Context: an optimization exercise on an open-source flow, tuned for small area and a short achievable clock period. The choices shown serve that exercise and are no tape-out recipe. The RTL of this run was laid out without a check of its function.

**design/flow/config.mk**
```make
export PLATFORM = sky130hd
export DESIGN_NAME = rrc_filter
export DESIGN_NICKNAME = rrc_filter
export VERILOG_FILES = /design/flow/design.v
export SDC_FILE = /design/flow/constraint.sdc
export NUM_CORES = 4
export LEC_CHECK = 0
export ABC_CLOCK_PERIOD_IN_PS = 800
export CAP_MARGIN = 20
export CORE_MARGIN = 2
export CORE_UTILIZATION = 55
export CTS_BUF_LIST = sky130_fd_sc_hd__clkbuf_4 sky130_fd_sc_hd__clkbuf_8
export CTS_CLUSTER_DIAMETER = 60
export CTS_CLUSTER_SIZE = 20
export SLEW_MARGIN = 20
export SYNTH_HIERARCHICAL = 1
```
**design/flow/constraint.sdc**
```tcl
create_clock -name core_clock -period 10.5 [get_ports {clk}]
set_input_delay 2.1000 -clock core_clock [delete_from_list [all_inputs] [get_ports {clk}]]
set_output_delay 2.1000 -clock core_clock [all_outputs]
set_load 0.01 [all_outputs]
```
**design/flow/design.v**
```verilog
module rrc_filter #(
	parameter WIDTH = 9
)(
	input logic clk,
	input logic rst,
	input logic signed [WIDTH-1:0] filter_in,
	output logic signed [WIDTH-1:0] filter_out
);
  logic [8:0] sr0, sr1, sr2, sr3, sr4, sr5, sr6, sr7, sr8, sr9, sr10, sr11, sr12, sr13, sr14, sr15, sr16, sr17, sr18, sr19, sr20, sr21, sr22, sr23, sr24, sr25, sr26, sr27;
  always_ff @(posedge clk or posedge rst) begin
    if (rst) begin
      sr0 <= 9'd0;
      sr1 <= 9'd0;
      sr2 <= 9'd0;
      sr3 <= 9'd0;
      sr4 <= 9'd0;
      sr5 <= 9'd0;
      sr6 <= 9'd0;
      sr7 <= 9'd0;
      sr8 <= 9'd0;
      sr9 <= 9'd0;
      sr10 <= 9'd0;
      sr11 <= 9'd0;
      sr12 <= 9'd0;
      sr13 <= 9'd0;
      sr14 <= 9'd0;
      sr15 <= 9'd0;
      sr16 <= 9'd0;
      sr17 <= 9'd0;
      sr18 <= 9'd0;
      sr19 <= 9'd0;
      sr20 <= 9'd0;
      sr21 <= 9'd0;
      sr22 <= 9'd0;
      sr23 <= 9'd0;
      sr24 <= 9'd0;
      sr25 <= 9'd0;
      sr26 <= 9'd0;
      sr27 <= 9'd0;
    end else begin
      sr0 <= filter_in;
      sr1 <= sr0;
      sr2 <= sr1;
      sr3 <= sr2;
      sr4 <= sr3;
      sr5 <= sr4;
      sr6 <= sr5;
      sr7 <= sr6;
      sr8 <= sr7;
      sr9 <= sr8;
      sr10 <= sr9;
      sr11 <= sr10;
      sr12 <= sr11;
      sr13 <= sr12;
      sr14 <= sr13;
      sr15 <= sr14;
      sr16 <= sr15;
      sr17 <= sr16;
      sr18 <= sr17;
      sr19 <= sr18;
      sr20 <= sr19;
      sr21 <= sr20;
      sr22 <= sr21;
      sr23 <= sr22;
      sr24 <= sr23;
      sr25 <= sr24;
      sr26 <= sr25;
      sr27 <= sr26;
    end
  end
  logic [9:0] pv0;
  always_ff @(posedge clk or posedge rst) begin
    if (rst) pv0 <= 10'd0;
    else pv0 <= {sr11[8], sr11} + {sr13[8], sr13};
  end
  logic [28:0] cs3;
  logic [34:0] cs2;
  logic [35:0] cs1;
  wire s1, c2;
  rrc_fa u2 (.a(sr15[1]), .b(sr16[0]), .ci(sr16[2]), .s(s1), .co(c2));
  wire s3, c4;
  rrc_ha u4 (.a(sr17[0]), .b(sr18[2]), .s(s3), .co(c4));
  wire s5, c6;
  rrc_fa u6 (.a(sr15[2]), .b(sr16[1]), .ci(sr16[3]), .s(s5), .co(c6));
  wire s7, c8;
  rrc_fa u8 (.a(sr17[1]), .b(sr18[3]), .ci(sr20[3]), .s(s7), .co(c8));
  wire s9, c10;
  rrc_ha u10 (.a(sr18[1]), .b(sr21[3]), .s(s9), .co(c10));
  wire s11, c12;
  rrc_fa u12 (.a(sr15[3]), .b(sr16[2]), .ci(sr16[4]), .s(s11), .co(c12));
  wire s13, c14;
  rrc_fa u14 (.a(sr17[2]), .b(sr18[4]), .ci(sr20[4]), .s(s13), .co(c14));
  wire s15, c16;
  rrc_fa u16 (.a(sr15[0]), .b(sr18[2]), .ci(sr21[4]), .s(s15), .co(c16));
  wire s17, c18;
  rrc_ha u18 (.a(sr23[4]), .b(sr26[5]), .s(s17), .co(c18));
  wire s19, c20;
  rrc_fa u20 (.a(sr15[4]), .b(sr16[3]), .ci(sr16[5]), .s(s19), .co(c20));
  wire s21, c22;
  rrc_fa u22 (.a(sr17[3]), .b(sr18[5]), .ci(sr20[5]), .s(s21), .co(c22));
  wire s23, c24;
  rrc_fa u24 (.a(sr15[1]), .b(sr18[3]), .ci(sr21[5]), .s(s23), .co(c24));
  wire n25 = ~sr24[6];
  wire s26, c27;
  rrc_fa u27 (.a(sr23[5]), .b(sr26[6]), .ci(n25), .s(s26), .co(c27));
  wire s28, c29;
  rrc_fa u29 (.a(sr15[5]), .b(sr16[4]), .ci(sr16[6]), .s(s28), .co(c29));
  wire s30, c31;
  rrc_fa u31 (.a(sr17[4]), .b(sr18[6]), .ci(sr20[6]), .s(s30), .co(c31));
  wire s32, c33;
  rrc_fa u33 (.a(sr15[2]), .b(sr18[4]), .ci(sr21[6]), .s(s32), .co(c33));
  wire n34 = ~sr24[7];
  wire s35, c36;
  rrc_fa u36 (.a(sr23[6]), .b(sr26[7]), .ci(n34), .s(s35), .co(c36));
  wire s37, c38;
  rrc_fa u38 (.a(sr15[6]), .b(sr16[5]), .ci(sr16[7]), .s(s37), .co(c38));
  wire s39, c40;
  rrc_fa u40 (.a(sr17[5]), .b(sr18[7]), .ci(sr20[7]), .s(s39), .co(c40));
  wire s41, c42;
  rrc_fa u42 (.a(sr15[3]), .b(sr18[5]), .ci(sr21[7]), .s(s41), .co(c42));
  wire s43, c44;
  rrc_fa u44 (.a(sr23[7]), .b(sr24[8]), .ci(sr27[8]), .s(s43), .co(c44));
  wire s45, c46;
  rrc_fa u46 (.a(sr15[4]), .b(sr16[8]), .ci(sr18[6]), .s(s45), .co(c46));
  wire s47, c48;
  rrc_fa u48 (.a(sr15[7]), .b(sr16[6]), .ci(sr17[6]), .s(s47), .co(c48));
  wire s49, c50;
  rrc_ha u50 (.a(sr18[8]), .b(sr20[8]), .s(s49), .co(c50));
  wire s51, c52;
  rrc_fa u52 (.a(sr16[0]), .b(sr18[0]), .ci(sr20[0]), .s(s51), .co(c52));
  wire s53, c54;
  rrc_fa u54 (.a(sr15[0]), .b(sr16[1]), .ci(sr18[1]), .s(s53), .co(c54));
  wire s55, c56;
  rrc_fa u56 (.a(sr20[1]), .b(sr23[1]), .ci(sr26[2]), .s(s55), .co(c56));
  wire s57, c58;
  rrc_fa u58 (.a(sr20[2]), .b(sr23[2]), .ci(sr26[3]), .s(s57), .co(c58));
  wire s59, c60;
  rrc_fa u60 (.a(sr18[0]), .b(sr21[2]), .ci(sr24[3]), .s(s59), .co(c60));
  wire s61, c62;
  rrc_ha u62 (.a(s3), .b(s1), .s(s61), .co(c62));
  wire s63, c64;
  rrc_fa u64 (.a(sr23[3]), .b(sr26[4]), .ci(c4), .s(s63), .co(c64));
  wire s65, c66;
  rrc_fa u66 (.a(sr24[4]), .b(sr27[4]), .ci(s9), .s(s65), .co(c66));
  wire s67, c68;
  rrc_fa u68 (.a(c2), .b(s5), .ci(s7), .s(s67), .co(c68));
  wire s69, c70;
  rrc_fa u70 (.a(sr24[5]), .b(sr27[5]), .ci(c10), .s(s69), .co(c70));
  wire s71, c72;
  rrc_fa u72 (.a(s17), .b(c6), .ci(c8), .s(s71), .co(c72));
  wire n73 = ~s15;
  wire s74, c75;
  rrc_fa u75 (.a(s11), .b(s13), .ci(n73), .s(s74), .co(c75));
  wire s76, c77;
  rrc_fa u77 (.a(c18), .b(c12), .ci(c14), .s(s76), .co(c77));
  wire s78, c79;
  rrc_fa u79 (.a(sr27[6]), .b(c16), .ci(s23), .s(s78), .co(c79));
  wire s80, c81;
  rrc_fa u81 (.a(s19), .b(s21), .ci(s26), .s(s80), .co(c81));
  wire s82, c83;
  rrc_fa u83 (.a(c20), .b(c22), .ci(s28), .s(s82), .co(c83));
  wire s84, c85;
  rrc_fa u85 (.a(sr27[7]), .b(c24), .ci(s32), .s(s84), .co(c85));
  wire s86, c87;
  rrc_fa u87 (.a(s30), .b(c27), .ci(s35), .s(s86), .co(c87));
  wire s88, c89;
  rrc_fa u89 (.a(c29), .b(c31), .ci(s37), .s(s88), .co(c89));
  wire s90, c91;
  rrc_fa u91 (.a(sr26[8]), .b(c33), .ci(s41), .s(s90), .co(c91));
  wire s92, c93;
  rrc_fa u93 (.a(s39), .b(s43), .ci(c36), .s(s92), .co(c93));
  wire s94, c95;
  rrc_fa u95 (.a(sr21[8]), .b(c38), .ci(c40), .s(s94), .co(c95));
  wire s96, c97;
  rrc_fa u97 (.a(sr23[8]), .b(s49), .ci(c42), .s(s96), .co(c97));
  wire n98 = ~s45;
  wire s99, c100;
  rrc_fa u100 (.a(c44), .b(s47), .ci(n98), .s(s99), .co(c100));
  wire s101, c102;
  rrc_fa u102 (.a(sr15[5]), .b(sr15[8]), .ci(sr18[7]), .s(s101), .co(c102));
  wire s103, c104;
  rrc_fa u104 (.a(sr16[7]), .b(sr17[7]), .ci(c48), .s(s103), .co(c104));
  wire s105, c106;
  rrc_ha u106 (.a(c50), .b(c46), .s(s105), .co(c106));
  wire s107, c108;
  rrc_ha u108 (.a(sr15[6]), .b(sr16[8]), .s(s107), .co(c108));
  wire s109, c110;
  rrc_fa u110 (.a(sr21[0]), .b(sr24[1]), .ci(sr27[1]), .s(s109), .co(c110));
  wire s111, c112;
  rrc_fa u112 (.a(sr21[1]), .b(sr24[2]), .ci(sr27[2]), .s(s111), .co(c112));
  wire s113, c114;
  rrc_ha u114 (.a(c52), .b(s53), .s(s113), .co(c114));
  wire s115, c116;
  rrc_fa u116 (.a(c54), .b(c56), .ci(s57), .s(s115), .co(c116));
  wire n117 = ~s61;
  wire s118, c119;
  rrc_fa u119 (.a(sr27[3]), .b(s59), .ci(n117), .s(s118), .co(c119));
  wire s120, c121;
  rrc_fa u121 (.a(c58), .b(s63), .ci(c62), .s(s120), .co(c121));
  wire n122 = ~s67;
  wire s123, c124;
  rrc_fa u124 (.a(c60), .b(s65), .ci(n122), .s(s123), .co(c124));
  wire s125, c126;
  rrc_fa u126 (.a(c64), .b(s71), .ci(c68), .s(s125), .co(c126));
  wire n127 = ~s74;
  wire s128, c129;
  rrc_fa u129 (.a(s69), .b(c66), .ci(n127), .s(s128), .co(c129));
  wire s130, c131;
  rrc_fa u131 (.a(c72), .b(s76), .ci(c75), .s(s130), .co(c131));
  wire n132 = ~s80;
  wire s133, c134;
  rrc_fa u134 (.a(c70), .b(s78), .ci(n132), .s(s133), .co(c134));
  wire s135, c136;
  rrc_fa u136 (.a(c77), .b(s82), .ci(c81), .s(s135), .co(c136));
  wire n137 = ~s86;
  wire s138, c139;
  rrc_fa u139 (.a(c79), .b(s84), .ci(n137), .s(s138), .co(c139));
  wire s140, c141;
  rrc_fa u141 (.a(c83), .b(s88), .ci(s92), .s(s140), .co(c141));
  wire n142 = ~c87;
  wire s143, c144;
  rrc_fa u144 (.a(c85), .b(s90), .ci(n142), .s(s143), .co(c144));
  wire s145, c146;
  rrc_fa u146 (.a(s94), .b(c89), .ci(c93), .s(s145), .co(c146));
  wire n147 = ~s99;
  wire s148, c149;
  rrc_fa u149 (.a(s96), .b(c91), .ci(n147), .s(s148), .co(c149));
  wire s150, c151;
  rrc_fa u151 (.a(s101), .b(s105), .ci(c97), .s(s150), .co(c151));
  wire s152, c153;
  rrc_fa u153 (.a(c95), .b(s103), .ci(c100), .s(s152), .co(c153));
  wire s154, c155;
  rrc_fa u155 (.a(sr17[8]), .b(s107), .ci(c102), .s(s154), .co(c155));
  wire n156 = ~c106;
  wire s157, c158;
  rrc_fa u158 (.a(sr18[8]), .b(c104), .ci(n156), .s(s157), .co(c158));
  wire s159, c160;
  rrc_ha u160 (.a(sr23[0]), .b(sr26[1]), .s(s159), .co(c160));
  wire n161 = ~c110;
  wire s162, c163;
  rrc_fa u163 (.a(s55), .b(s113), .ci(n161), .s(s162), .co(c163));
  wire n164 = ~c112;
  wire s165, c166;
  rrc_fa u166 (.a(c114), .b(s115), .ci(n164), .s(s165), .co(c166));
  wire n167 = ~c119;
  wire s168, c169;
  rrc_fa u169 (.a(c116), .b(s120), .ci(n167), .s(s168), .co(c169));
  wire n170 = ~c124;
  wire s171, c172;
  rrc_fa u172 (.a(c121), .b(s125), .ci(n170), .s(s171), .co(c172));
  wire n173 = ~c129;
  wire s174, c175;
  rrc_fa u175 (.a(c126), .b(s130), .ci(n173), .s(s174), .co(c175));
  wire n176 = ~c134;
  wire s177, c178;
  rrc_fa u178 (.a(c131), .b(s135), .ci(n176), .s(s177), .co(c178));
  wire n179 = ~s143;
  wire s180, c181;
  rrc_fa u181 (.a(c136), .b(s140), .ci(n179), .s(s180), .co(c181));
  wire n182 = ~c144;
  wire s183, c184;
  rrc_fa u184 (.a(c141), .b(s145), .ci(n182), .s(s183), .co(c184));
  wire n185 = ~s150;
  wire s186, c187;
  rrc_fa u187 (.a(c146), .b(s152), .ci(n185), .s(s186), .co(c187));
  wire n188 = ~s154;
  wire s189, c190;
  rrc_fa u190 (.a(s157), .b(c153), .ci(n188), .s(s189), .co(c190));
  wire s191, c192;
  rrc_fa u192 (.a(sr15[7]), .b(c108), .ci(c155), .s(s191), .co(c192));
  wire s193, c194;
  rrc_ha u194 (.a(sr24[0]), .b(sr27[0]), .s(s193), .co(c194));
  wire n195 = ~s109;
  wire s196, c197;
  rrc_fa u197 (.a(s159), .b(s51), .ci(n195), .s(s196), .co(c197));
  wire n198 = ~s111;
  wire s199, c200;
  rrc_fa u200 (.a(c160), .b(s162), .ci(n198), .s(s199), .co(c200));
  wire n201 = ~s118;
  wire s202, c203;
  rrc_fa u203 (.a(c163), .b(s165), .ci(n201), .s(s202), .co(c203));
  wire n204 = ~s123;
  wire s205, c206;
  rrc_fa u206 (.a(c166), .b(s168), .ci(n204), .s(s205), .co(c206));
  wire n207 = ~s128;
  wire s208, c209;
  rrc_fa u209 (.a(c169), .b(s171), .ci(n207), .s(s208), .co(c209));
  wire n210 = ~s133;
  wire s211, c212;
  rrc_fa u212 (.a(c172), .b(s174), .ci(n210), .s(s211), .co(c212));
  wire n213 = ~s138;
  wire s214, c215;
  rrc_fa u215 (.a(c175), .b(s177), .ci(n213), .s(s214), .co(c215));
  wire n216 = ~c139;
  wire s217, c218;
  rrc_fa u218 (.a(c178), .b(s180), .ci(n216), .s(s217), .co(c218));
  wire n219 = ~s148;
  wire s220, c221;
  rrc_fa u221 (.a(s183), .b(c181), .ci(n219), .s(s220), .co(c221));
  wire n222 = ~c149;
  wire s223, c224;
  rrc_fa u224 (.a(s186), .b(c184), .ci(n222), .s(s223), .co(c224));
  wire n225 = ~c151;
  wire s226, c227;
  rrc_fa u227 (.a(s189), .b(c187), .ci(n225), .s(s226), .co(c227));
  wire n228 = ~s191;
  wire s229, c230;
  rrc_fa u230 (.a(c158), .b(c190), .ci(n228), .s(s229), .co(c230));
  wire n231 = ~c192;
  wire s232, c233;
  rrc_ha u233 (.a(sr15[8]), .b(n231), .s(s232), .co(c233));
  wire s234, c235;
  rrc_ha u235 (.a(cs3[8]), .b(cs3[9]), .s(s234), .co(c235));
  wire s236, c237;
  rrc_fa u237 (.a(cs3[10]), .b(cs3[11]), .ci(sr8[2]), .s(s236), .co(c237));
  wire s238, c239;
  rrc_fa u239 (.a(cs3[12]), .b(cs3[13]), .ci(sr8[3]), .s(s238), .co(c239));
  wire s240, c241;
  rrc_ha u241 (.a(sr11[5]), .b(sr13[0]), .s(s240), .co(c241));
  wire s242, c243;
  rrc_fa u243 (.a(cs3[14]), .b(cs3[15]), .ci(sr8[4]), .s(s242), .co(c243));
  wire s244, c245;
  rrc_fa u245 (.a(sr11[6]), .b(sr13[0]), .ci(sr13[1]), .s(s244), .co(c245));
  wire s246, c247;
  rrc_fa u247 (.a(sr11[3]), .b(sr15[3]), .ci(pv0[3]), .s(s246), .co(c247));
  wire s248, c249;
  rrc_fa u249 (.a(cs3[16]), .b(cs3[17]), .ci(sr8[5]), .s(s248), .co(c249));
  wire s250, c251;
  rrc_fa u251 (.a(sr11[7]), .b(sr13[1]), .ci(sr13[2]), .s(s250), .co(c251));
  wire s252, c253;
  rrc_fa u253 (.a(sr11[4]), .b(sr15[4]), .ci(pv0[4]), .s(s252), .co(c253));
  wire s254, c255;
  rrc_ha u255 (.a(sr13[6]), .b(sr15[7]), .s(s254), .co(c255));
  wire s256, c257;
  rrc_fa u257 (.a(cs3[18]), .b(cs3[19]), .ci(sr8[6]), .s(s256), .co(c257));
  wire s258, c259;
  rrc_fa u259 (.a(sr13[2]), .b(sr13[3]), .ci(sr13[7]), .s(s258), .co(c259));
  wire s260, c261;
  rrc_fa u261 (.a(sr11[5]), .b(sr11[8]), .ci(sr15[5]), .s(s260), .co(c261));
  wire n262 = ~sr15[8];
  wire s263, c264;
  rrc_fa u264 (.a(pv0[2]), .b(pv0[9]), .ci(n262), .s(s263), .co(c264));
  wire s265, c266;
  rrc_fa u266 (.a(cs3[20]), .b(cs3[21]), .ci(sr8[7]), .s(s265), .co(c266));
  wire s267, c268;
  rrc_fa u268 (.a(sr11[6]), .b(sr13[8]), .ci(sr15[6]), .s(s267), .co(c268));
  wire s269, c270;
  rrc_ha u270 (.a(sr13[3]), .b(sr13[4]), .s(s269), .co(c270));
  wire s271, c272;
  rrc_fa u272 (.a(cs3[22]), .b(cs3[23]), .ci(sr13[4]), .s(s271), .co(c272));
  wire s273, c274;
  rrc_ha u274 (.a(sr8[8]), .b(sr11[7]), .s(s273), .co(c274));
  wire s275, c276;
  rrc_ha u276 (.a(cs3[24]), .b(cs3[25]), .s(s275), .co(c276));
  wire s277, c278;
  rrc_ha u278 (.a(cs3[6]), .b(cs3[7]), .s(s277), .co(c278));
  wire s279, c280;
  rrc_fa u280 (.a(sr8[1]), .b(sr11[3]), .ci(sr13[2]), .s(s279), .co(c280));
  wire s281, c282;
  rrc_fa u282 (.a(sr11[0]), .b(sr15[0]), .ci(pv0[0]), .s(s281), .co(c282));
  wire s283, c284;
  rrc_fa u284 (.a(sr11[4]), .b(sr13[3]), .ci(sr15[4]), .s(s283), .co(c284));
  wire s285, c286;
  rrc_fa u286 (.a(sr11[1]), .b(sr15[1]), .ci(pv0[1]), .s(s285), .co(c286));
  wire s287, c288;
  rrc_ha u288 (.a(c235), .b(s236), .s(s287), .co(c288));
  wire s289, c290;
  rrc_fa u290 (.a(sr11[2]), .b(sr15[2]), .ci(pv0[2]), .s(s289), .co(c290));
  wire s291, c292;
  rrc_fa u292 (.a(sr13[4]), .b(sr15[5]), .ci(s240), .s(s291), .co(c292));
  wire n293 = ~pv0[6];
  wire s294, c295;
  rrc_fa u295 (.a(c237), .b(s238), .ci(n293), .s(s294), .co(c295));
  wire s296, c297;
  rrc_fa u297 (.a(sr13[5]), .b(sr15[6]), .ci(pv0[0]), .s(s296), .co(c297));
  wire s298, c299;
  rrc_fa u299 (.a(c241), .b(c239), .ci(s242), .s(s298), .co(c299));
  wire n300 = ~s244;
  wire s301, c302;
  rrc_fa u302 (.a(pv0[7]), .b(s246), .ci(n300), .s(s301), .co(c302));
  wire s303, c304;
  rrc_fa u304 (.a(pv0[1]), .b(s254), .ci(c243), .s(s303), .co(c304));
  wire s305, c306;
  rrc_fa u306 (.a(c245), .b(s248), .ci(s250), .s(s305), .co(c306));
  wire s307, c308;
  rrc_fa u308 (.a(pv0[8]), .b(c247), .ci(s252), .s(s307), .co(c308));
  wire s309, c310;
  rrc_fa u310 (.a(c255), .b(c249), .ci(c251), .s(s309), .co(c310));
  wire s311, c312;
  rrc_fa u312 (.a(pv0[5]), .b(c253), .ci(s260), .s(s311), .co(c312));
  wire s313, c314;
  rrc_fa u314 (.a(s256), .b(s258), .ci(s263), .s(s313), .co(c314));
  wire s315, c316;
  rrc_fa u316 (.a(pv0[3]), .b(s269), .ci(c257), .s(s315), .co(c316));
  wire s317, c318;
  rrc_fa u318 (.a(pv0[6]), .b(c261), .ci(s267), .s(s317), .co(c318));
  wire s319, c320;
  rrc_fa u320 (.a(c259), .b(s265), .ci(c264), .s(s319), .co(c320));
  wire s321, c322;
  rrc_fa u322 (.a(sr13[5]), .b(pv0[4]), .ci(c270), .s(s321), .co(c322));
  wire s323, c324;
  rrc_fa u324 (.a(sr15[7]), .b(pv0[7]), .ci(s273), .s(s323), .co(c324));
  wire n325 = ~c268;
  wire s326, c327;
  rrc_fa u327 (.a(c266), .b(s271), .ci(n325), .s(s326), .co(c327));
  wire s328, c329;
  rrc_fa u329 (.a(sr11[8]), .b(sr13[5]), .ci(sr13[6]), .s(s328), .co(c329));
  wire s330, c331;
  rrc_fa u331 (.a(sr15[8]), .b(pv0[5]), .ci(s275), .s(s330), .co(c331));
  wire n332 = ~c272;
  wire s333, c334;
  rrc_fa u334 (.a(pv0[8]), .b(c274), .ci(n332), .s(s333), .co(c334));
  wire s335, c336;
  rrc_fa u336 (.a(cs3[26]), .b(cs3[27]), .ci(sr13[6]), .s(s335), .co(c336));
  wire s337, c338;
  rrc_fa u338 (.a(sr13[7]), .b(pv0[6]), .ci(pv0[9]), .s(s337), .co(c338));
  wire s339, c340;
  rrc_ha u340 (.a(cs3[2]), .b(sr11[0]), .s(s339), .co(c340));
  wire s341, c342;
  rrc_fa u342 (.a(cs3[4]), .b(cs3[5]), .ci(sr11[1]), .s(s341), .co(c342));
  wire s343, c344;
  rrc_ha u344 (.a(sr13[0]), .b(sr15[1]), .s(s343), .co(c344));
  wire s345, c346;
  rrc_fa u346 (.a(sr8[0]), .b(sr11[2]), .ci(sr13[1]), .s(s345), .co(c346));
  wire n347 = ~pv0[3];
  wire s348, c349;
  rrc_fa u349 (.a(sr15[2]), .b(s277), .ci(n347), .s(s348), .co(c349));
  wire s350, c351;
  rrc_fa u351 (.a(sr15[3]), .b(c278), .ci(s234), .s(s350), .co(c351));
  wire n352 = ~s279;
  wire s353, c354;
  rrc_fa u354 (.a(pv0[4]), .b(s281), .ci(n352), .s(s353), .co(c354));
  wire s355, c356;
  rrc_fa u356 (.a(pv0[5]), .b(c282), .ci(s285), .s(s355), .co(c356));
  wire s357, c358;
  rrc_fa u358 (.a(c280), .b(s283), .ci(s287), .s(s357), .co(c358));
  wire s359, c360;
  rrc_fa u360 (.a(c284), .b(c288), .ci(s291), .s(s359), .co(c360));
  wire n361 = ~s294;
  wire s362, c363;
  rrc_fa u363 (.a(c286), .b(s289), .ci(n361), .s(s362), .co(c363));
  wire s364, c365;
  rrc_fa u365 (.a(s296), .b(c292), .ci(c295), .s(s364), .co(c365));
  wire n366 = ~s298;
  wire s367, c368;
  rrc_fa u368 (.a(c290), .b(s301), .ci(n366), .s(s367), .co(c368));
  wire s369, c370;
  rrc_fa u370 (.a(c297), .b(s303), .ci(c299), .s(s369), .co(c370));
  wire n371 = ~s305;
  wire s372, c373;
  rrc_fa u373 (.a(s307), .b(c302), .ci(n371), .s(s372), .co(c373));
  wire s374, c375;
  rrc_fa u375 (.a(c304), .b(s309), .ci(c306), .s(s374), .co(c375));
  wire n376 = ~s313;
  wire s377, c378;
  rrc_fa u378 (.a(c308), .b(s311), .ci(n376), .s(s377), .co(c378));
  wire s379, c380;
  rrc_fa u380 (.a(c310), .b(s315), .ci(s319), .s(s379), .co(c380));
  wire n381 = ~c314;
  wire s382, c383;
  rrc_fa u383 (.a(c312), .b(s317), .ci(n381), .s(s382), .co(c383));
  wire s384, c385;
  rrc_fa u385 (.a(s321), .b(c316), .ci(c320), .s(s384), .co(c385));
  wire n386 = ~s326;
  wire s387, c388;
  rrc_fa u388 (.a(s323), .b(c318), .ci(n386), .s(s387), .co(c388));
  wire s389, c390;
  rrc_fa u390 (.a(s328), .b(c322), .ci(s330), .s(s389), .co(c390));
  wire n391 = ~c327;
  wire s392, c393;
  rrc_fa u393 (.a(c324), .b(s333), .ci(n391), .s(s392), .co(c393));
  wire s394, c395;
  rrc_fa u395 (.a(c276), .b(c329), .ci(s335), .s(s394), .co(c395));
  wire n396 = ~c334;
  wire s397, c398;
  rrc_fa u398 (.a(s337), .b(c331), .ci(n396), .s(s397), .co(c398));
  wire s399, c400;
  rrc_fa u400 (.a(cs3[28]), .b(sr13[7]), .ci(pv0[7]), .s(s399), .co(c400));
  wire n401 = ~sr13[8];
  wire s402, c403;
  rrc_fa u403 (.a(c336), .b(c338), .ci(n401), .s(s402), .co(c403));
  wire s404, c405;
  rrc_ha u405 (.a(cs3[3]), .b(pv0[1]), .s(s404), .co(c405));
  wire s406, c407;
  rrc_fa u407 (.a(c340), .b(s343), .ci(s341), .s(s406), .co(c407));
  wire s408, c409;
  rrc_fa u409 (.a(c344), .b(c342), .ci(s345), .s(s408), .co(c409));
  wire s410, c411;
  rrc_fa u411 (.a(c346), .b(c349), .ci(s350), .s(s410), .co(c411));
  wire n412 = ~s355;
  wire s413, c414;
  rrc_fa u414 (.a(c351), .b(s357), .ci(n412), .s(s413), .co(c414));
  wire n415 = ~c356;
  wire s416, c417;
  rrc_fa u417 (.a(c358), .b(s359), .ci(n415), .s(s416), .co(c417));
  wire n418 = ~c363;
  wire s419, c420;
  rrc_fa u420 (.a(c360), .b(s364), .ci(n418), .s(s419), .co(c420));
  wire n421 = ~c368;
  wire s422, c423;
  rrc_fa u423 (.a(c365), .b(s369), .ci(n421), .s(s422), .co(c423));
  wire n424 = ~c373;
  wire s425, c426;
  rrc_fa u426 (.a(c370), .b(s374), .ci(n424), .s(s425), .co(c426));
  wire n427 = ~s382;
  wire s428, c429;
  rrc_fa u429 (.a(c375), .b(s379), .ci(n427), .s(s428), .co(c429));
  wire n430 = ~c383;
  wire s431, c432;
  rrc_fa u432 (.a(c380), .b(s384), .ci(n430), .s(s431), .co(c432));
  wire n433 = ~c388;
  wire s434, c435;
  rrc_fa u435 (.a(s389), .b(c385), .ci(n433), .s(s434), .co(c435));
  wire s436, c437;
  rrc_fa u437 (.a(s394), .b(c390), .ci(s397), .s(s436), .co(c437));
  wire s438, c439;
  rrc_fa u439 (.a(s399), .b(s402), .ci(c395), .s(s438), .co(c439));
  wire s440, c441;
  rrc_fa u441 (.a(pv0[8]), .b(c400), .ci(c403), .s(s440), .co(c441));
  wire s442, c443;
  rrc_ha u443 (.a(cs3[1]), .b(pv0[0]), .s(s442), .co(c443));
  wire n444 = ~s404;
  wire s445, c446;
  rrc_fa u446 (.a(sr15[0]), .b(s339), .ci(n444), .s(s445), .co(c446));
  wire n447 = ~s406;
  wire s448, c449;
  rrc_fa u449 (.a(pv0[2]), .b(c405), .ci(n447), .s(s448), .co(c449));
  wire s450, c451;
  rrc_fa u451 (.a(s348), .b(c407), .ci(s408), .s(s450), .co(c451));
  wire n452 = ~s353;
  wire s453, c454;
  rrc_fa u454 (.a(c409), .b(s410), .ci(n452), .s(s453), .co(c454));
  wire n455 = ~c354;
  wire s456, c457;
  rrc_fa u457 (.a(c411), .b(s413), .ci(n455), .s(s456), .co(c457));
  wire n458 = ~s362;
  wire s459, c460;
  rrc_fa u460 (.a(c414), .b(s416), .ci(n458), .s(s459), .co(c460));
  wire n461 = ~s367;
  wire s462, c463;
  rrc_fa u463 (.a(c417), .b(s419), .ci(n461), .s(s462), .co(c463));
  wire n464 = ~s372;
  wire s465, c466;
  rrc_fa u466 (.a(c420), .b(s422), .ci(n464), .s(s465), .co(c466));
  wire n467 = ~s377;
  wire s468, c469;
  rrc_fa u469 (.a(c423), .b(s425), .ci(n467), .s(s468), .co(c469));
  wire n470 = ~c378;
  wire s471, c472;
  rrc_fa u472 (.a(c426), .b(s428), .ci(n470), .s(s471), .co(c472));
  wire n473 = ~s387;
  wire s474, c475;
  rrc_fa u475 (.a(s431), .b(c429), .ci(n473), .s(s474), .co(c475));
  wire n476 = ~s392;
  wire s477, c478;
  rrc_fa u478 (.a(c432), .b(s434), .ci(n476), .s(s477), .co(c478));
  wire n479 = ~c393;
  wire s480, c481;
  rrc_fa u481 (.a(s436), .b(c435), .ci(n479), .s(s480), .co(c481));
  wire s482, c483;
  rrc_fa u483 (.a(s438), .b(c398), .ci(c437), .s(s482), .co(c483));
  wire n484 = ~sr13[8];
  wire s485, c486;
  rrc_fa u486 (.a(s440), .b(c439), .ci(n484), .s(s485), .co(c486));
  wire n487 = ~pv0[9];
  wire s488, c489;
  rrc_ha u489 (.a(c441), .b(n487), .s(s488), .co(c489));
  wire s490, c491;
  rrc_ha u491 (.a(cs2[5]), .b(sr0[2]), .s(s490), .co(c491));
  wire s492, c493;
  rrc_fa u493 (.a(cs2[6]), .b(sr0[3]), .ci(sr3[2]), .s(s492), .co(c493));
  wire s494, c495;
  rrc_fa u495 (.a(sr6[2]), .b(sr8[2]), .ci(sr10[0]), .s(s494), .co(c495));
  wire s496, c497;
  rrc_fa u497 (.a(cs2[8]), .b(cs2[9]), .ci(sr0[4]), .s(s496), .co(c497));
  wire s498, c499;
  rrc_fa u499 (.a(sr3[3]), .b(sr6[3]), .ci(sr8[3]), .s(s498), .co(c499));
  wire s500, c501;
  rrc_ha u501 (.a(sr10[1]), .b(sr10[3]), .s(s500), .co(c501));
  wire s502, c503;
  rrc_fa u503 (.a(cs2[10]), .b(cs2[11]), .ci(sr0[5]), .s(s502), .co(c503));
  wire s504, c505;
  rrc_fa u505 (.a(sr3[4]), .b(sr6[4]), .ci(sr8[4]), .s(s504), .co(c505));
  wire s506, c507;
  rrc_fa u507 (.a(sr2[5]), .b(sr5[4]), .ci(sr8[2]), .s(s506), .co(c507));
  wire s508, c509;
  rrc_ha u509 (.a(sr10[2]), .b(sr10[4]), .s(s508), .co(c509));
  wire s510, c511;
  rrc_fa u511 (.a(cs2[12]), .b(cs2[13]), .ci(sr0[6]), .s(s510), .co(c511));
  wire s512, c513;
  rrc_fa u513 (.a(sr3[5]), .b(sr6[5]), .ci(sr8[5]), .s(s512), .co(c513));
  wire s514, c515;
  rrc_fa u515 (.a(sr2[6]), .b(sr5[5]), .ci(sr8[3]), .s(s514), .co(c515));
  wire s516, c517;
  rrc_fa u517 (.a(sr10[3]), .b(sr10[5]), .ci(sr11[4]), .s(s516), .co(c517));
  wire s518, c519;
  rrc_fa u519 (.a(cs2[14]), .b(cs2[15]), .ci(sr0[7]), .s(s518), .co(c519));
  wire s520, c521;
  rrc_fa u521 (.a(sr3[6]), .b(sr6[6]), .ci(sr8[6]), .s(s520), .co(c521));
  wire s522, c523;
  rrc_fa u523 (.a(sr2[7]), .b(sr5[6]), .ci(sr8[4]), .s(s522), .co(c523));
  wire s524, c525;
  rrc_fa u525 (.a(sr10[4]), .b(sr10[6]), .ci(sr11[5]), .s(s524), .co(c525));
  wire s526, c527;
  rrc_fa u527 (.a(cs2[16]), .b(cs2[17]), .ci(sr2[8]), .s(s526), .co(c527));
  wire s528, c529;
  rrc_fa u529 (.a(sr3[7]), .b(sr6[7]), .ci(sr8[7]), .s(s528), .co(c529));
  wire s530, c531;
  rrc_fa u531 (.a(sr0[8]), .b(sr5[7]), .ci(sr8[5]), .s(s530), .co(c531));
  wire s532, c533;
  rrc_fa u533 (.a(sr10[5]), .b(sr10[7]), .ci(sr11[6]), .s(s532), .co(c533));
  wire s534, c535;
  rrc_fa u535 (.a(sr3[8]), .b(sr6[8]), .ci(sr8[6]), .s(s534), .co(c535));
  wire s536, c537;
  rrc_fa u537 (.a(cs2[18]), .b(cs2[19]), .ci(sr5[8]), .s(s536), .co(c537));
  wire s538, c539;
  rrc_fa u539 (.a(sr8[8]), .b(sr10[8]), .ci(sr11[4]), .s(s538), .co(c539));
  wire s540, c541;
  rrc_fa u541 (.a(cs2[2]), .b(sr0[1]), .ci(sr3[0]), .s(s540), .co(c541));
  wire s542, c543;
  rrc_ha u543 (.a(sr6[0]), .b(sr8[0]), .s(s542), .co(c543));
  wire s544, c545;
  rrc_fa u545 (.a(sr3[1]), .b(sr6[1]), .ci(sr8[1]), .s(s544), .co(c545));
  wire s546, c547;
  rrc_fa u547 (.a(cs2[4]), .b(sr2[2]), .ci(sr5[1]), .s(s546), .co(c547));
  wire s548, c549;
  rrc_ha u549 (.a(sr10[1]), .b(sr11[0]), .s(s548), .co(c549));
  wire s550, c551;
  rrc_fa u551 (.a(cs2[7]), .b(sr2[3]), .ci(sr5[2]), .s(s550), .co(c551));
  wire s552, c553;
  rrc_fa u553 (.a(sr10[2]), .b(sr11[1]), .ci(c491), .s(s552), .co(c553));
  wire n554 = ~sr8[0];
  wire s555, c556;
  rrc_fa u556 (.a(s492), .b(s494), .ci(n554), .s(s555), .co(c556));
  wire s557, c558;
  rrc_fa u558 (.a(sr2[4]), .b(sr5[3]), .ci(sr8[1]), .s(s557), .co(c558));
  wire s559, c560;
  rrc_fa u560 (.a(sr11[2]), .b(s500), .ci(c493), .s(s559), .co(c560));
  wire s561, c562;
  rrc_fa u562 (.a(c495), .b(s496), .ci(s498), .s(s561), .co(c562));
  wire s563, c564;
  rrc_fa u564 (.a(sr11[3]), .b(c501), .ci(s508), .s(s563), .co(c564));
  wire s565, c566;
  rrc_fa u566 (.a(c497), .b(c499), .ci(s502), .s(s565), .co(c566));
  wire n567 = ~s504;
  wire s568, c569;
  rrc_fa u569 (.a(sr11[0]), .b(s506), .ci(n567), .s(s568), .co(c569));
  wire s570, c571;
  rrc_fa u571 (.a(c509), .b(c503), .ci(c505), .s(s570), .co(c571));
  wire s572, c573;
  rrc_fa u573 (.a(s510), .b(s512), .ci(s516), .s(s572), .co(c573));
  wire s574, c575;
  rrc_fa u575 (.a(sr11[1]), .b(c507), .ci(s514), .s(s574), .co(c575));
  wire s576, c577;
  rrc_fa u577 (.a(c511), .b(c513), .ci(c517), .s(s576), .co(c577));
  wire s578, c579;
  rrc_fa u579 (.a(s518), .b(s520), .ci(s524), .s(s578), .co(c579));
  wire s580, c581;
  rrc_fa u581 (.a(sr11[2]), .b(c515), .ci(s522), .s(s580), .co(c581));
  wire s582, c583;
  rrc_fa u583 (.a(c519), .b(c521), .ci(c525), .s(s582), .co(c583));
  wire s584, c585;
  rrc_fa u585 (.a(s526), .b(s528), .ci(s532), .s(s584), .co(c585));
  wire s586, c587;
  rrc_fa u587 (.a(sr11[3]), .b(c523), .ci(s530), .s(s586), .co(c587));
  wire s588, c589;
  rrc_fa u589 (.a(sr10[6]), .b(sr11[7]), .ci(c527), .s(s588), .co(c589));
  wire s590, c591;
  rrc_fa u591 (.a(c529), .b(c533), .ci(s536), .s(s590), .co(c591));
  wire s592, c593;
  rrc_fa u593 (.a(c531), .b(s534), .ci(s538), .s(s592), .co(c593));
  wire s594, c595;
  rrc_fa u595 (.a(sr8[7]), .b(sr11[5]), .ci(sr11[8]), .s(s594), .co(c595));
  wire s596, c597;
  rrc_fa u597 (.a(cs2[20]), .b(cs2[21]), .ci(sr10[7]), .s(s596), .co(c597));
  wire n598 = ~c537;
  wire s599, c600;
  rrc_fa u600 (.a(c535), .b(c539), .ci(n598), .s(s599), .co(c600));
  wire s601, c602;
  rrc_fa u602 (.a(cs2[22]), .b(cs2[23]), .ci(sr8[8]), .s(s601), .co(c602));
  wire s603, c604;
  rrc_fa u604 (.a(cs2[3]), .b(sr2[1]), .ci(sr5[0]), .s(s603), .co(c604));
  wire s605, c606;
  rrc_fa u606 (.a(c543), .b(s490), .ci(s548), .s(s605), .co(c606));
  wire s607, c608;
  rrc_ha u608 (.a(c541), .b(s544), .s(s607), .co(c608));
  wire s609, c610;
  rrc_fa u610 (.a(c549), .b(c545), .ci(s552), .s(s609), .co(c610));
  wire n611 = ~s555;
  wire s612, c613;
  rrc_fa u613 (.a(c547), .b(s550), .ci(n611), .s(s612), .co(c613));
  wire s614, c615;
  rrc_fa u615 (.a(c553), .b(s559), .ci(c556), .s(s614), .co(c615));
  wire n616 = ~s561;
  wire s617, c618;
  rrc_fa u618 (.a(c551), .b(s557), .ci(n616), .s(s617), .co(c618));
  wire s619, c620;
  rrc_fa u620 (.a(s563), .b(c560), .ci(c562), .s(s619), .co(c620));
  wire n621 = ~s565;
  wire s622, c623;
  rrc_fa u623 (.a(c558), .b(s568), .ci(n621), .s(s622), .co(c623));
  wire s624, c625;
  rrc_fa u625 (.a(c564), .b(s570), .ci(c566), .s(s624), .co(c625));
  wire n626 = ~s572;
  wire s627, c628;
  rrc_fa u628 (.a(s574), .b(c569), .ci(n626), .s(s627), .co(c628));
  wire s629, c630;
  rrc_fa u630 (.a(c571), .b(s576), .ci(c573), .s(s629), .co(c630));
  wire n631 = ~s578;
  wire s632, c633;
  rrc_fa u633 (.a(c575), .b(s580), .ci(n631), .s(s632), .co(c633));
  wire s634, c635;
  rrc_fa u635 (.a(c577), .b(s582), .ci(c579), .s(s634), .co(c635));
  wire n636 = ~s584;
  wire s637, c638;
  rrc_fa u638 (.a(c581), .b(s586), .ci(n636), .s(s637), .co(c638));
  wire s639, c640;
  rrc_fa u640 (.a(c583), .b(s588), .ci(c585), .s(s639), .co(c640));
  wire n641 = ~s590;
  wire s642, c643;
  rrc_fa u643 (.a(c587), .b(s592), .ci(n641), .s(s642), .co(c643));
  wire s644, c645;
  rrc_fa u645 (.a(s596), .b(c589), .ci(c591), .s(s644), .co(c645));
  wire s646, c647;
  rrc_fa u647 (.a(s594), .b(c593), .ci(s599), .s(s646), .co(c647));
  wire s648, c649;
  rrc_fa u649 (.a(sr10[8]), .b(sr11[6]), .ci(c595), .s(s648), .co(c649));
  wire n650 = ~c600;
  wire s651, c652;
  rrc_fa u652 (.a(c597), .b(s601), .ci(n650), .s(s651), .co(c652));
  wire s653, c654;
  rrc_fa u654 (.a(cs2[24]), .b(cs2[25]), .ci(c602), .s(s653), .co(c654));
  wire s655, c656;
  rrc_ha u656 (.a(cs2[0]), .b(sr0[0]), .s(s655), .co(c656));
  wire s657, c658;
  rrc_fa u658 (.a(sr10[0]), .b(s542), .ci(s540), .s(s657), .co(c658));
  wire n659 = ~c604;
  wire s660, c661;
  rrc_fa u661 (.a(s605), .b(s607), .ci(n659), .s(s660), .co(c661));
  wire s662, c663;
  rrc_fa u663 (.a(c606), .b(c608), .ci(s609), .s(s662), .co(c663));
  wire n664 = ~c613;
  wire s665, c666;
  rrc_fa u666 (.a(c610), .b(s614), .ci(n664), .s(s665), .co(c666));
  wire n667 = ~c618;
  wire s668, c669;
  rrc_fa u669 (.a(c615), .b(s619), .ci(n667), .s(s668), .co(c669));
  wire n670 = ~c623;
  wire s671, c672;
  rrc_fa u672 (.a(c620), .b(s624), .ci(n670), .s(s671), .co(c672));
  wire n673 = ~c628;
  wire s674, c675;
  rrc_fa u675 (.a(c625), .b(s629), .ci(n673), .s(s674), .co(c675));
  wire n676 = ~c633;
  wire s677, c678;
  rrc_fa u678 (.a(c630), .b(s634), .ci(n676), .s(s677), .co(c678));
  wire n679 = ~c638;
  wire s680, c681;
  rrc_fa u681 (.a(c635), .b(s639), .ci(n679), .s(s680), .co(c681));
  wire n682 = ~s646;
  wire s683, c684;
  rrc_fa u684 (.a(c640), .b(s644), .ci(n682), .s(s683), .co(c684));
  wire n685 = ~s648;
  wire s686, c687;
  rrc_fa u687 (.a(c645), .b(s651), .ci(n685), .s(s686), .co(c687));
  wire n688 = ~sr11[7];
  wire s689, c690;
  rrc_fa u690 (.a(s653), .b(c652), .ci(n688), .s(s689), .co(c690));
  wire s691, c692;
  rrc_fa u692 (.a(cs2[26]), .b(cs2[27]), .ci(sr11[8]), .s(s691), .co(c692));
  wire s693, c694;
  rrc_ha u694 (.a(cs2[1]), .b(sr2[0]), .s(s693), .co(c694));
  wire n695 = ~s603;
  wire s696, c697;
  rrc_fa u697 (.a(c656), .b(s657), .ci(n695), .s(s696), .co(c697));
  wire n698 = ~s546;
  wire s699, c700;
  rrc_fa u700 (.a(c658), .b(s660), .ci(n698), .s(s699), .co(c700));
  wire n701 = ~s612;
  wire s702, c703;
  rrc_fa u703 (.a(c661), .b(s662), .ci(n701), .s(s702), .co(c703));
  wire n704 = ~s617;
  wire s705, c706;
  rrc_fa u706 (.a(c663), .b(s665), .ci(n704), .s(s705), .co(c706));
  wire n707 = ~s622;
  wire s708, c709;
  rrc_fa u709 (.a(c666), .b(s668), .ci(n707), .s(s708), .co(c709));
  wire n710 = ~s627;
  wire s711, c712;
  rrc_fa u712 (.a(c669), .b(s671), .ci(n710), .s(s711), .co(c712));
  wire n713 = ~s632;
  wire s714, c715;
  rrc_fa u715 (.a(c672), .b(s674), .ci(n713), .s(s714), .co(c715));
  wire n716 = ~s637;
  wire s717, c718;
  rrc_fa u718 (.a(c675), .b(s677), .ci(n716), .s(s717), .co(c718));
  wire n719 = ~s642;
  wire s720, c721;
  rrc_fa u721 (.a(c678), .b(s680), .ci(n719), .s(s720), .co(c721));
  wire n722 = ~c643;
  wire s723, c724;
  rrc_fa u724 (.a(c681), .b(s683), .ci(n722), .s(s723), .co(c724));
  wire n725 = ~c647;
  wire s726, c727;
  rrc_fa u727 (.a(s686), .b(c684), .ci(n725), .s(s726), .co(c727));
  wire n728 = ~c649;
  wire s729, c730;
  rrc_fa u730 (.a(s689), .b(c687), .ci(n728), .s(s729), .co(c730));
  wire s731, c732;
  rrc_fa u732 (.a(s691), .b(c654), .ci(c690), .s(s731), .co(c732));
  wire s733, c734;
  rrc_fa u734 (.a(cs2[28]), .b(cs2[29]), .ci(c692), .s(s733), .co(c734));
  wire s735, c736;
  rrc_ha u736 (.a(cs2[30]), .b(cs2[31]), .s(s735), .co(c736));
  wire s737, c738;
  rrc_ha u738 (.a(cs2[32]), .b(cs2[33]), .s(s737), .co(c738));
  wire n739 = ~cs1[1];
  wire n740 = ~sr0[0];
  wire n741 = ~cs1[3];
  wire n742 = ~sr0[1];
  wire n743 = ~sr0[2];
  wire n744 = ~sr0[3];
  wire n745 = ~sr0[4];
  wire n746 = ~sr0[5];
  wire n747 = ~sr0[6];
  wire n748 = ~sr0[7];
  wire n749 = ~cs1[4];
  wire s750, c751;
  rrc_ha u751 (.a(cs1[6]), .b(cs1[7]), .s(s750), .co(c751));
  wire s752, c753;
  rrc_fa1 u753 (.a(cs1[8]), .b(cs1[9]), .s(s752), .co(c753));
  wire s754, c755;
  rrc_fa1 u755 (.a(cs1[10]), .b(cs1[11]), .s(s754), .co(c755));
  wire s756, c757;
  rrc_fa1 u757 (.a(cs1[12]), .b(cs1[13]), .s(s756), .co(c757));
  wire s758, c759;
  rrc_ha u759 (.a(cs1[14]), .b(cs1[15]), .s(s758), .co(c759));
  wire s760, c761;
  rrc_ha u761 (.a(cs1[16]), .b(cs1[17]), .s(s760), .co(c761));
  wire n762 = ~cs1[18];
  wire n763 = ~cs1[20];
  wire n764 = ~cs1[22];
  wire s765, c766;
  rrc_ha u766 (.a(cs1[0]), .b(n739), .s(s765), .co(c766));
  wire s767, c768;
  rrc_fa u768 (.a(cs1[2]), .b(n741), .ci(n742), .s(s767), .co(c768));
  wire s769, c770;
  rrc_fa u770 (.a(cs1[5]), .b(n743), .ci(n749), .s(s769), .co(c770));
  wire s771, c772;
  rrc_fa u772 (.a(cs1[4]), .b(n744), .ci(s750), .s(s771), .co(c772));
  wire s773, c774;
  rrc_fa u774 (.a(n745), .b(c751), .ci(s752), .s(s773), .co(c774));
  wire s775, c776;
  rrc_fa u776 (.a(n746), .b(c753), .ci(s754), .s(s775), .co(c776));
  wire s777, c778;
  rrc_fa u778 (.a(n747), .b(c755), .ci(s756), .s(s777), .co(c778));
  wire s779, c780;
  rrc_fa u780 (.a(n748), .b(c757), .ci(s758), .s(s779), .co(c780));
  wire s781, c782;
  rrc_fa u782 (.a(sr0[8]), .b(c759), .ci(s760), .s(s781), .co(c782));
  wire s783, c784;
  rrc_fa u784 (.a(cs1[19]), .b(n762), .ci(c761), .s(s783), .co(c784));
  wire s785, c786;
  rrc_fa u786 (.a(cs1[21]), .b(cs1[18]), .ci(n763), .s(s785), .co(c786));
  wire s787, c788;
  rrc_fa u788 (.a(cs1[23]), .b(cs1[20]), .ci(n764), .s(s787), .co(c788));
  wire s789, c790;
  rrc_fa u790 (.a(cs1[24]), .b(cs1[25]), .ci(cs1[22]), .s(s789), .co(c790));
  wire s791, c792;
  rrc_ha u792 (.a(cs1[26]), .b(cs1[27]), .s(s791), .co(c792));
  wire s793, c794;
  rrc_fa1 u794 (.a(cs1[28]), .b(cs1[29]), .s(s793), .co(c794));
  wire s795, c796;
  rrc_ha u796 (.a(cs1[30]), .b(cs1[31]), .s(s795), .co(c796));
  wire s797, c798;
  rrc_fa1 u798 (.a(cs1[32]), .b(cs1[33]), .s(s797), .co(c798));
  wire s799, c800;
  rrc_ha u800 (.a(cs1[34]), .b(cs1[35]), .s(s799), .co(c800));
  always_ff @(posedge clk or posedge rst) begin
    if (rst) cs3 <= 29'b01100111000111010000111000100;
    else cs3 <= {c233, c230, s232, c227, s229, c224, s226, c221, s223, c218, s220, c215, s217, c212, s214, c209, s211, c206, s208, c203, s205, c200, s202, c197, s199, c194, s196, s193, sr26[0]};
  end
  always_ff @(posedge clk or posedge rst) begin
    if (rst) cs2 <= 35'b01100100011100111001000010001110000;
    else cs2 <= {c489, c486, s488, c483, s485, c481, s482, c478, s480, c475, s477, c472, s474, c469, s471, c466, s468, c463, s465, c460, s462, c457, s459, c454, s456, c451, s453, c449, s450, c446, s448, c443, s445, s442, cs3[0]};
  end
  always_ff @(posedge clk or posedge rst) begin
    if (rst) cs1 <= 36'b100000110011010101110011000001000100;
    else cs1 <= {c738, cs2[34], c736, s737, c734, s735, c732, s733, c730, s731, c727, s729, c724, s726, c721, s723, c718, s720, c715, s717, c712, s714, c709, s711, c706, s708, c703, s705, c700, s702, c697, s699, c694, s696, s693, s655};
  end
  wire [18:0] fa_ = {1'b1, s799, s797, s795, s793, s791, s789, s787, s785, s783, s781, s779, s777, s775, s773, s771, s769, s767, n740};
  wire [18:0] fb_ = {c800, c798, c796, c794, c792, c790, c788, c786, c784, c782, c780, c778, c776, c774, c772, c770, c768, c766, s765};
  wire c8_;
  wire [8:0] y0_, y1_;
  rrc_carry8 u_c8 (.a(fa_[7:0]), .b(fb_[7:0]), .co(c8_));
  rrc_hsat u_h0 (.a(fa_[18:8]), .b(fb_[18:8]), .ci(1'b0), .y(y0_));
  rrc_hsat u_h1 (.a(fa_[18:8]), .b(fb_[18:8]), .ci(1'b1), .y(y1_));
  wire [8:0] y_ = c8_ ? y1_ : y0_;
  always_ff @(posedge clk or posedge rst) begin
    if (rst) filter_out <= 9'd0;
    else filter_out <= y_;
  end
endmodule
module rrc_fa (input logic a, input logic b, input logic ci, output logic s, output logic co);
  assign s = a ^ b ^ ci;
  assign co = (a & b) | (a & ci) | (b & ci);
endmodule
module rrc_carry8 (input logic [7:0] a, input logic [7:0] b, output logic co);
  wire [8:0] t = {1'b0, a} + {1'b0, b};
  assign co = t[8];
endmodule
module rrc_hsat (input logic [10:0] a, input logic [10:0] b, input logic ci, output logic [8:0] y);
  wire [10:0] t = a + b + {10'd0, ci};
  wire ovf = (t[10] != t[8]) || (t[9] != t[8]);
  assign y = ovf ? (t[10] ? 9'h100 : 9'h0ff) : t[8:0];
endmodule
module rrc_fa1 (input logic a, input logic b, output logic s, output logic co);
  assign s = ~(a ^ b);
  assign co = a | b;
endmodule
module rrc_ha (input logic a, input logic b, output logic s, output logic co);
  assign s = a ^ b;
  assign co = a & b;
endmodule
```
**design/flow/flow/run.sh**
```bash
#!/bin/bash
# Own layout flow: the standard ORFS flow (standard.sh, unchanged synthesis), with
#  - timing repair aimed below the design's period (SETUP_SLACK_MARGIN; the SDC is unchanged),
#  - port buffers of a normal buffer cell rather than the smallest one.
# Each step's full log is kept by ORFS under orfs/logs/; make's own output goes to flow.log.
set -uo pipefail
bash standard.sh SETUP_SLACK_MARGIN=7.45 "BUFFER_PORTS_ARGS=-buffer_cell sky130_fd_sc_hd__buf_4" finish > flow.log 2>&1
```
**design/flow/standard.sh**
```bash
#!/bin/bash
# synth_recipe.tcl (not shown) runs the flow's synth.tcl, then flattens the netlist and writes it again
# the make line also repeats each setting of config.mk as NAME=value (left out here)
make -C /OpenROAD-flow-scripts/flow DESIGN_CONFIG=/design/flow/config.mk WORK_HOME=/design/flow/orfs CLKGATE_MAP_FILE= SYNTH_SCRIPT=/design/flow/synth_recipe.tcl "${@:-finish}"
```
==> metrics.csv <==
stage,metric,value,unit
synth,synth_mux_area_share,0.5582,%
die,dieArea,34480,µm²
synth,async_flop_share,100.0,%
synth,synth_xor_area_share,1.178,%
grt,track_usage,19.63,%
clock_network,cts_tree,yes,
grt,grt_use_met2,32.31,%
timing,clock.fmax,282.0,MHz
synth,yosys_warnings,7,
timing,rsz0062_at_grt,yes,
setup_path,slowest_stage,fa_2,
timing,fin_skew,0.03139,ns
cells_and_area,final_cell_area,20150,µm²
timing,hold_slack,0.3492,ns
detailed_routing,drt-total-wl,30690,µm
clock_network,clk_pin_slew,0.12,ns
clock_network,clk_latency,0.62,ns
detailed_routing,routed_via_density,4.885,
synth,synth_compound_area_share,3.673,%
clock_network,numCtsBuffers,29,
detailed_routing,firstDrtPassIters,4,
clock_network,cts-root-buf,clkbuf_8,
timing,setup_tns,0,ns
place,numPortBuffers,19,
clock_network,cts.sinks,370,
setup_path,cpLargestDelayFamily,adder cells,
timing,min_period,3.546,ns
setup_path,crit_path_end_kind,flop,
timing,finalCritPeriodShare,33.77,%
place,gp_congestion,0.7933,
grt,grt_max_degree,144,
die,core,32540,µm²
cells_and_area,utilization,61.92,%
die,ios,20,
setup_path,start_kind,flop,
cells_and_area,drive_gt1_share,24.75,%
detailed_routing,drc,0,
setup_path,arrival,4.03,ns
cells_and_area,fill_cells,2433,
synth,synthAdderAreaFrac,38.48,%
worst_hold_path,hold_path_class,reg -> reg,
detailed_routing,postRouteAntennaNets,0,
synth,synth_cells,1074,
synth,ys_types,45,
place,placed_area,18920,µm²
setup_path,cp_max_fo,7,
die,rows,66,
timing,hold_viol_final,0,
cells_and_area,area_growth,10.97,%
cells_and_area,antenna_cells,0,
job,max-cap-violations,0,
grt,use_met3,2.094,%
synth,synth_top_family_by_area,adder cells,
synth,synth_simple_gate_area_share,1.509,%
die,die_x,185.7,µm
synth,yosysSeqAreaShare,51.28,%
grt,busiest_layer,met2,
timing,worstMarginPinSlew,0.7948,ns
grt,antenna_found_initial,0,
timing,slew_viol_final,0,
grt,met1_usage,29.16,%
setup_path,path_class,reg -> reg,
synth,ys_ff_latch,370,
outcome,status,no timing/DRC/antenna violations,
clock_network,cts.htree.levels,1,
setup_path,crit_required,10.98,ns
cells_and_area,final_cell_mix,"293 x dfrtp_1, 254 x fa_1, 140 x inv_1, 79 x ha_1, 45 x fa_2",
cells_and_area,multi_input_comb_area,8404,µm²
setup_path,cp_common_cell,fa_2,
grt,grt-ovfl-total,0,
synth,synth_area,18150,µm²
synth,synth_edf_count,0,
synth,avgSynthCellArea,16.90,µm²
die,initial_core_util,55.80,%
clock_network,clockBufferDepth,3,
detailed_routing,via_count,7963,
synth,ys.flop_type,dfrtp_1,
timing,setup_viol,0,
timing,relSlewSlack,47.02,%
detailed_routing,drt_iter0_drc,347,
setup_path,crit_buf_inv,1,
cells_and_area,num-nets-final,1555,
die,die_h,185.7,µm
setup_path,max_stage_delay,0.57,ns
cells_and_area,register_area,9355,µm²
detailed_routing,routedWlPerCell,18.83,µm
grt,grt_pass1_vias,9230,
setup_path,path_cells,"ha_4, fa_2, fa_2, inv_2, fa_2, nor2b_4, o31a_4, o21ai_4, a21o_2, a211oi_4, a21boi_4, a21oi_1, mux2_2",
place,place_hpwl,23530,µm
grt,grt_pass1_wl,50380,µm
cells_and_area,final_common_cell,dfrtp_1,
-- worst register-to-register path: cells and delay by family, from the launching register on --
family                   cells  cell delay, ns
flip-flops                   1            0.56
adder cells (fa/ha/maj)      4            1.36
buffers and inverters        1            0.04
AND/OR/NAND/NOR              1            0.13
AO/OA/AOI/OAI                6            1.08
multiplexers                 1            0.27
-- logic make-up (layout without fill, tap and decap cells) --
family,after synthesis,after routing
AOI/OAI and AO/OA,81,81
DFF,370,370
other,2,4
adders and majority gates,379,379
and+or+nand+nor,54,54
muxes,9,9
buffers and inverters,158,270
xor gates and xnor gates,21,21
-- stage by stage --
step	instances	setup slack, ns
floorplan	1076	3.467
global placement	1540	6.334
detailed placement	1540	6.288
CTS	1616	6.914
global route	1630	6.805
finish	1630	6.954
-- routing by layer --
metal | wire length (µm) | up-vias | part of all wire (%)
met5 | 0 | - | 0
met4 | 531 | 0 | 1.7
met3 | 689 | 32 | 2.2
met2 | 15320 | 62 | 50
met1 | 14150 | 4362 | 46
li1 | - | 3507 | -
-- what timing repair did --
| item | in CTS | in global routing |
|---|---|---|
| cloned | 0 | 0 |
| hold buffers | 0 | 0 |
| pin swaps | 41 | 50 |
| buffers inserted | 22 | 14 |
| endpoints found under the hold margin | 0 | 0 |
| resized for setup | 54 | 58 |
| endpoints found under the setup margin | 211 | 201 |
-- worst paths after layout --
path / from / endpoint / slack [ns] / cells past startpoint
min in group asynchronous: rst / sr19[8]$_DFF_PP0_ / 1.37 / 2
max in group asynchronous: rst / sr8[2]$_DFF_PP0_ / 7.67 / 4
hold / removal: sr9[2]$_DFF_PP0_ / sr10[2]$_DFF_PP0_ / 0.35 / 0
setup / recovery: cs1[16]$_DFF_PP1_ / filter_out[7]$_DFF_PP0_ / 6.95 / 13
hold reg to reg: sr9[2]$_DFF_PP0_ / sr10[2]$_DFF_PP0_ / 0.35 / 0
setup reg to reg: cs1[16]$_DFF_PP1_ / filter_out[7]$_DFF_PP0_ / 6.95 / 13
-- synthesized netlist by cell type (all sizes together), types with 8 or more instances --
cell type    n  area share (%)
nand2       14            0.29
a21oi       30            0.89
dfrtp      329              45
nor2        14            0.29
mux2         9            0.56
xor2         8            0.47
ha          80             5.5
fa         299              33
inv        157             3.2
nand3       13            0.36
dfstp       41             5.9
xnor2       13            0.71
o21ai       12            0.45
-- Yosys stat by module, one instance, submodules excluded --
| module | copies in the design | cells inside | flops+latches | cell area (µm²) |
|---|---|---|---|---|
| rrc_fa | 294 | 1 | 0 | 20.02 |
| rrc_carry8 | 1 | 16 | 0 | 141.4 |
| rrc_filter | 1 | 546 | 370 | 10250 |
| rrc_fa1 | 5 | 5 | 0 | 27.53 |
| rrc_ha | 41 | 1 | 0 | 12.51 |
| rrc_hsat | 2 | 76 | 0 | 611.8 |
-- registers in the layout, summed over array words and instances, names as in the netlist, 10 cells and up --
| name | flops |
|---|---|
| cs1 | 36 |
| pv0 | 10 |
| cs2 | 35 |
| cs3 | 28 |
-- final cells by class --
class | count | share of cell area (%)
tap | 442 | 2.745
timing repair buffer | 59 | 2.615
clock buffer | 36 | 2.366
sequential | 370 | 46.44
multi-input combinational | 548 | 41.72
inverter | 157 | 2.944
clock inverter | 18 | 1.174

==> what the ideal ports hide <==
The results above use ideal ports. As a check the final layout listed here was re-extracted and re-timed, cells and wires unchanged. Step 1, drivers: a clkbuf_16 drives clk and a buf_2 each remaining input, both assumed. Step 2 times the ports against the registers' clock, not the clock port: input delays grow and output delays shrink by t, the midpoint of the rising clock arrivals with the driver on. a / b / c = ideal / step 1 / step 2; a / b = the first two.
shift t [ns]: 0.655
slack for setup (ns): 6.954 / 6.954 / 6.954
hold WS [ns]: 0.349 / 0.349 / 0.349
worst slew at a driven data input, ns: 0.03
pins driven straight from the clock port: 1
After both steps setup and hold are still met in this run. The setup slack of this run moves by 0.000 ns with the drivers and by 0.000 ns with both steps.
